What follows belongs to an exercise in optimizing a design on an open flow for small area; a production flow would make more cautious choices. Only simulation tests tie the RTL to the original design; equivalence was not proved. No activity file was given, so power comes from the tool's default toggle rates.

== branch umber ==
// mav_core
module mav_core #(
    parameter THREADS_PER_BLOCK = 4
) (
    input  wire        clock,
    input  wire        reset,
    input  wire [2:0]  core_state,
    input  wire [15:0] instruction,
    input  wire [7:0]  block_id,
    input  wire [THREADS_PER_BLOCK-1:0] thread_enable,
    input  wire [7:0]  current_pc,
    input  wire [8*THREADS_PER_BLOCK-1:0] lsu_out,
    output wire [8*THREADS_PER_BLOCK-1:0] rs_out,
    output wire [8*THREADS_PER_BLOCK-1:0] rt_out,
    output wire [8*THREADS_PER_BLOCK-1:0] next_pc,
    output wire        decoded_mem_read_enable,
    output wire        decoded_mem_write_enable,
    output wire        decoded_ret
);
Size in the first run: about 3,100 cells after synthesis, about 170 I/O pins, roughly 36,000 um^2 of cells after synthesis.
==> flow/config.mk <==
export PLATFORM = sky130hd
export DESIGN_NAME = mav_core
export DESIGN_NICKNAME = mav_core
export VERILOG_FILES = /design/flow/design.v
export SDC_FILE = /design/flow/constraint.sdc
export NUM_CORES = 4
export LEC_CHECK = 0
export CAP_MARGIN = 20
export CORE_MARGIN = 2
export CORE_UTILIZATION = 70
export SLEW_MARGIN = 20
==> flow/constraint.sdc <==
create_clock -name core_clock -period 12.0 [get_ports {clock}]
set_input_delay 2.4000 -clock core_clock [delete_from_list [all_inputs] [get_ports {clock}]]
set_output_delay 2.4000 -clock core_clock [all_outputs]
set_load 0.01 [all_outputs]
standard.sh (not shown) runs the stock make flow with config.mk's settings and CLKGATE_MAP_FILE= SYNTH_SCRIPT=/design/flow/synth_recipe.tcl, a recipe that flattens the netlist after the stock synthesis.
==> flow/flow/run.sh <==
#!/bin/bash
# Own layout flow: the standard flow (standard.sh, with its unchanged
# synthesis) with two changes: the port buffers are the smallest buffer cell,
# and the clock tree is built from clkbuf_8 cells in clusters of up to 16
# sinks, without dummy loads. make's full output goes to standard_flow.log and
# each ORFS step writes its own log under orfs/logs.
set -euo pipefail
export BUFFER_PORTS_ARGS="-buffer_cell sky130_fd_sc_hd__buf_1"
export CTS_ARGS="-sink_clustering_enable -repair_clock_nets -dont_use_dummy_load -buf_list {sky130_fd_sc_hd__clkbuf_8} -sink_clustering_size 16 -sink_clustering_max_diameter 60"
bash standard.sh > standard_flow.log 2>&1
The following lists how branch xenon was set up differently from branch umber:
- changing CORE_UTILIZATION from 70 to 40
==> run notes <==
From branch umber to branch xenon the numbers moved as follows: average cell area after synthesis now sits at about the same level, critical path depth shows a reduction of about 2.6%.
Summary of branch xenon over branch umber: final cell utilization of the core dropped 32 points, register area barely changed.
Number of rows in the core area grows by more than a quarter when moving from branch umber to branch xenon.
Of the two values seen for beginning of the critical path, threads[1].register_instance.rt[6]$_DFFE_PP_ was produced by branch umber and threads[3].register_instance.rt[7]$_DFFE_PP_ by branch xenon.
Min final setup slack of the worst path across branch umber and branch xenon: branch umber
Compare branch umber and branch xenon | number of global-route vias before repair lower: branch xenon
[compare] base=branch umber new=branch xenon: TritonCTS buffer count grew by 15%, final wirelength increased 9.0 mm.

* * *

JK:
mav_core, a different RTL version from the one above (not shown whole).
Size: about 3200 cells after synthesis, ~600 flip-flops, roughly 170 I/O pins, roughly 36000 sq um of cells after synthesis.
make LEC_CHECK=0 CAP_MARGIN=20 CORE_MARGIN=2 CORE_UTILIZATION=40 SLEW_MARGIN=20 finish   # period 12.0 ns
run.sh (not shown) runs the stock make flow with config.mk's settings and CLKGATE_MAP_FILE= SYNTH_SCRIPT=/design/flow/synth_recipe.tcl, a recipe that flattens the netlist after the stock synthesis.
Stock flow here: none of the scripts above is used.
Setup changes, JK to MS
==> flow/flow/run.sh (new file) <==
#!/bin/bash
# Own layout flow: the standard flow (standard.sh, with its unchanged
# synthesis) with two changes: the port buffers are the smallest buffer cell,
# and the clock tree is built from clkbuf_8 cells in clusters of up to 16
# sinks, without dummy loads. make's full output goes to standard_flow.log and
# each ORFS step writes its own log under orfs/logs.
set -euo pipefail
export BUFFER_PORTS_ARGS="-buffer_cell sky130_fd_sc_hd__buf_1"
export CTS_ARGS="-sink_clustering_enable -repair_clock_nets -dont_use_dummy_load -buf_list {sky130_fd_sc_hd__clkbuf_8} -sink_clustering_size 16 -sink_clustering_max_diameter 60"
bash standard.sh > standard_flow.log 2>&1
==> flow/standard.sh (new file) <==
#!/bin/bash
# synth_recipe.tcl (not shown) runs the flow's synth.tcl, then flattens the netlist and writes it again
# the make line also repeats each setting of config.mk as NAME=value (left out here)
make -C /OpenROAD-flow-scripts/flow DESIGN_CONFIG=/design/flow/config.mk WORK_HOME=/design/flow/orfs CLKGATE_MAP_FILE= SYNTH_SCRIPT=/design/flow/synth_recipe.tcl "${@:-finish}"
removed: flow/run.sh
Results
Maximum vdd drop: MS vs JK down about 45%
Between MS and JK, the number of placed instances, taps included figures differ only marginally.
Between MS and JK, it is MS whose register share of the cell area is higher, by 2.6 points.
Setup changes, MS to AL
==> flow/flow/run.sh <==
#!/bin/bash
# Own layout flow: the standard flow (standard.sh, unchanged synthesis) with
# smaller port buffers and a clock tree built from small clock buffers without
# dummy loads. Each tool's full output goes to a log file in the work folder.
set -euo pipefail
export BUFFER_PORTS_ARGS="-buffer_cell sky130_fd_sc_hd__buf_1"
export CTS_ARGS="-sink_clustering_enable -repair_clock_nets -dont_use_dummy_load -buf_list {sky130_fd_sc_hd__clkbuf_4 sky130_fd_sc_hd__clkbuf_8}"
bash standard.sh > standard_flow.log 2>&1
Findings:
Per the comparison of AL with MS, antenna cell count rose 1; clock share of power rose 6.0 points; post-route minimum period fell 0.026 ns; number of stages on the worst setup path about even; data-path buffer share of cell area in the final layout about even. Side by side, share of total power consumed by net switching turned out lower in AL than in MS. On AL: final worst-path cycle share is 0.21 points lower than what MS gave. For MS and AL, there was not a single run that failed to finish clean.

-- what the ideal ports hide --
No port has a modelled driver above. Below, the same layouts with a new extraction and two added sets of constraints.
Step 1 sets driving cells, clkbuf_16 on the clock port and buf_2 on the other inputs (assumed; they add their load-dependent delay and slew).
Step 2, shift: input delay + t, output delay - t, t = (earliest + latest rising clock arrival at the registers) / 2. This alone moves slack from input paths to output paths.
a / b / c = ideal ports / drivers / drivers and shift; a / b = the first two.
| run | t, ns | setup slack, ns | worst setup path at the end | clock arrival spread, ns | pins driven straight from the clock port |
|---|---|---|---|---|---|
| branch umber | 0.721 | 0.504 / 0.504 / 0.504 | register to register | 0.116 / 0.116 | 1 |
| branch xenon | 0.747 | 0.543 / 0.543 / 0.543 | register to register | 0.125 / 0.125 | 1 |
| JK | 0.703 | 1.036 / 1.036 / 1.036 | register to register | 0.035 / 0.035 | 1 |
| MS | 0.720 | 1.031 / 1.031 / 1.031 | register to register | 0.068 / 0.067 | 1 |
| AL | 0.722 | 1.056 / 1.056 / 1.056 | register to register | 0.089 / 0.089 | 1 |
After both steps every run listed still meets setup and hold.
